This is an optimization exercise on Yosys and OpenROAD, whose aim is small area, not a production implementation. In this exercise RTL edits were held to simulation tests only and were not proved equivalent to the original. Power figures rest on the tool's default switching activity, not on a simulated workload.

== the baseline ==
==> module can_tx, before the edit <==
module can_tx(
	output tx_buf,
	output can_bitstuff,
	output txing,
	input rx,
	input tx,
	input [10:0] address,
	input [63:0] data,
	input send_data,
	input baud_tick,
	input clk,
	input rst
	);
	localparam IDLE = 7'd44;
	reg [6:0] p;
	reg f;
	reg [14:0] d;
	wire upd;
	wire [14:0] n;
	OneShot os(send_data, clk, rst, upd);
	CRC crc(d, f, data, n);
	wire ones = &n;
	wire en = upd & ~ones;
	wire [14:0] dm_n, dn;
	genvar b;
	generate
		for (b = 0; b < 15; b = b + 1) begin : dreg
			MUX2I m(en, d[b], n[b], dm_n[b]);	 
			NOR2 r(rst, dm_n[b], dn[b]);
		end
	endgenerate
	always @(posedge clk) begin
		d <= dn;
		f <= rst | (upd ? ones : f);
	end
	wire idle = ~p[6] & p[5] & ~p[4] & ~p[1] & ~p[0];
	wire sof_addr = ~p[6] & p[5] & ((~p[4] & (p[1] | p[0])) | (p[4] & (~p[3] | ~(p[2] | p[1] | p[0]))));
	wire eof_last = ~p[6] & ~p[5] & p[4] & p[3];
	assign txing = ~idle;
	assign can_bitstuff = p[6] | (~p[5] & ~p[4] & ~(&p[3:0])) | (p[5] & (p[4] | p[1]));
	wire [7:0] s;
	DEC8 dec(p[2:0], s);
	wire [7:0] dg;
	genvar g, k;
	generate
		for (g = 0; g < 8; g = g + 1) begin : dgrp
			wire [7:0] din;
			for (k = 0; k < 8; k = k + 1) begin : bit_
				assign din[k] = data[63 - 8*g - k];
			end
			SEL8 sel(din, s, dg[g]);
		end
	endgenerate
	wire g0, g1, g6;
	SEL8 sel_c0({d[7], d[8], d[9], d[10], d[11], d[12], d[13], d[14]}, s, g0);
	SEL8 sel_c1({1'b1, d[0], d[1], d[2], d[3], d[4], d[5], d[6]}, s, g1);
	SEL8 sel_a1({address[1], address[2], address[3], address[4],
		address[5], address[6], address[7], address[8]}, s, g6);
	wire g5 = s[4] | (address[10] & s[6]) | (address[9] & s[7]);
	wire g7 = (address[0] & s[0]) | s[4];
	wire nd = p[5] ? (p[4] ? (p[3] ? g7 : g6) : g5) : (p[4] | (p[3] ? g1 : g0));
	assign tx_buf = p[6] ? dg[p[5:3]] : nd;
	wire inc = baud_tick & (~idle | send_data);
	wire load = baud_tick & ((sof_addr & (rx ^ tx)) | eof_last);
	wire ld, ld_n;
	CLR2 ldg(load | rst, ld, ld_n);
	wire [7:0] c;
	wire [6:0] sn, pn;
	assign c[0] = inc;
	genvar j;
	generate
		for (j = 0; j < 7; j = j + 1) begin : cnt
			XNOR2 sx(p[j], c[j], sn[j]);		 
			AND2 cx(p[j], c[j], c[j+1]);
			if (IDLE[j]) begin : one
				NAND2 g(ld_n, sn[j], pn[j]);
			end else begin : zero
				NOR2 g(ld, sn[j], pn[j]);
			end
		end
	endgenerate
	always @(posedge clk) p <= pn;
endmodule
==> module MUX2I, before the edit <==
module MUX2I(input s, input a, input b, output y);
	assign y = ~(s ? b : a);
endmodule
export LEC_CHECK = 0
export CAP_MARGIN = 20
export CORE_MARGIN = 2
export CORE_UTILIZATION = 40
export CTS_BUF_LIST = sky130_fd_sc_hd__clkbuf_8
export SLEW_MARGIN = 20
export SYNTH_HIERARCHICAL = 1
export SYNTH_MINIMUM_KEEP_SIZE = 0
create_clock -name core_clock -period 10.0 [get_ports {CLOCK_SIGNAL_IN}]
standard.sh (not shown) runs the stock make flow with config.mk's settings and CLKGATE_MAP_FILE= SYNTH_SCRIPT=/design/flow/synth_recipe.tcl, a recipe that flattens the netlist after the stock synthesis.
==> flow/flow/run.sh <==
#!/bin/bash
# Layout: the standard flow (standard.sh, standard synthesis unchanged) with
#  - each combinational gate downsized to its smallest-area variant after floorplan
#    (flow/downsize.tcl; later repair steps still fix slew, capacitance and timing),
#  - buf_1 as the cell that buffers each input and output port,
#  - power recovery (downsizing of cells with slack) after global routing,
#  - CTS with clkbuf_8 and without dummy loads.
# make's full output goes to flow_make.log in the work folder; ORFS's per-step
# logs are under orfs/logs/.
set -euo pipefail
bash standard.sh \
  POST_FLOORPLAN_TCL="$PWD/flow/downsize.tcl" \
  BUFFER_PORTS_ARGS="-buffer_cell sky130_fd_sc_hd__buf_1" \
  RECOVER_POWER=100 \
  CTS_ARGS="-sink_clustering_enable -repair_clock_nets -buf_list sky130_fd_sc_hd__clkbuf_8 -dont_use_dummy_load" \
  finish > flow_make.log 2>&1
==> flow/flow/downsize.tcl <==
set n 0
set saved 0.0
foreach inst [get_cells *] {
  set master [get_property $inst ref_name]
  if {![regexp {^(sky130_fd_sc_hd__)([a-z0-9]+)_([0-9]+)$} $master -> pfx base drive]} { continue }
  if {[regexp {^(df|edf|sdf|sedf|dl|buf|clk|conb|tap|fill|decap|diode|ebuf|einv|lpflow|probe|dlygate|dlymetal)} $base]} { continue }
  # leave gates that drive many pins at their size
  set fo 0
  foreach opin [get_pins -of_objects $inst -filter "direction==output"] {
    set net [get_nets -of_objects $opin]
    if {$net ne ""} { set fo [expr {$fo + [llength [get_pins -of_objects $net -filter "direction==input"]]}] }
  }
  if {$fo > 6} { continue }
  set best ""
  set best_area 1e9
  foreach lc [get_lib_cells "*/${pfx}${base}_*"] {
    set lname [get_property $lc name]
    if {![regexp "^${pfx}${base}_\[0-9\]+\$" $lname]} { continue }
    if {[get_property $lc dont_use]} { continue }
    set a [get_property $lc area]
    if {$a < $best_area} { set best_area $a; set best $lname }
  }
  set cur_area [get_property [get_lib_cells "*/$master"] area]
  if {$best ne "" && $best ne $master && $best_area < $cur_area} {
    replace_cell $inst [get_lib_cells "*/$best"]
    incr n
    set saved [expr {$saved + $cur_area - $best_area}]
  }
}
puts "downsize.tcl: resized $n instances, saved [format %.1f $saved] um^2"
For the candidate, these inputs were changed with respect to the baseline:
diff --git a/flow/design.v b/flow/design.v
--- a/flow/design.v
+++ b/flow/design.v
@@ -292,16 +292,12 @@
 	CRC crc(d, f, data, n);
 	wire ones = &n;
-	wire en = upd & ~ones;
-	wire [14:0] dm_n, dn;
-	genvar b;
-	generate
-		for (b = 0; b < 15; b = b + 1) begin : dreg
-			MUX2I m(en, d[b], n[b], dm_n[b]);	 
-			NOR2 r(rst, dm_n[b], dn[b]);
+	always @(posedge clk or posedge rst) begin
+		if (rst) begin
+			f <= 1'b1;
+			d <= 15'd0;
+		end else if (upd) begin
+			f <= ones;
+			if (!ones) d <= n;
 		end
-	endgenerate
-	always @(posedge clk) begin
-		d <= dn;
-		f <= rst | (upd ? ones : f);
 	end
 	wire idle = ~p[6] & p[5] & ~p[4] & ~p[1] & ~p[0];
@@ -470,5 +466,2 @@
 	assign y = a & b;
 endmodule
-module MUX2I(input s, input a, input b, output y);
-	assign y = ~(s ? b : a);
-endmodule
Notes after the runs:
When the candidate is measured against the baseline, its reported leakage power turns out about 2.5% higher.
Going from the baseline to the candidate, total power rose by 770 uW; relative contribution of combinational cells to total power rose by 9.6 points; fraction of area in registers rose by 1.4 points.
On final area, the higher figure sits with the candidate, not the baseline.
Final antenna-violating net count of the candidate is on par with the baseline.
Relative to the baseline, the utilization of the candidate is higher by 0.25 points.

==> separate check: timing with driven ports <==
The results above use ideal ports. As a check the final layouts listed here were re-extracted and re-timed, cells and wires unchanged.
Step 1 sets driving cells, clkbuf_16 on the clock port and buf_2 on the other inputs (assumed; they add their load-dependent delay and slew).
Step 2, shift: input delay + t, output delay - t, t = (earliest + latest rising clock arrival at the registers) / 2. This alone moves slack from input paths to output paths.
Three values: no drivers, after step 1, after step 2; two values: the first two.
run | t (ns) | slack for setup (ns) | clock arrival spread, ns | slew at the worst register clock pin (ns) | pins driven straight from the clock port
the baseline | 0.314 | 3.362 / 3.358 / 3.044 | 0.028 / 0.027 | 0.09 / 0.09 | 1
the candidate | 0.318 | 2.797 / 2.789 / 2.472 | 0.026 / 0.025 | 0.10 / 0.10 | 1
After both steps every run listed still meets setup and hold. For the candidate, which loses most, drivers alone change the setup slack by -0.008 ns; drivers and shift together by -0.325 ns.
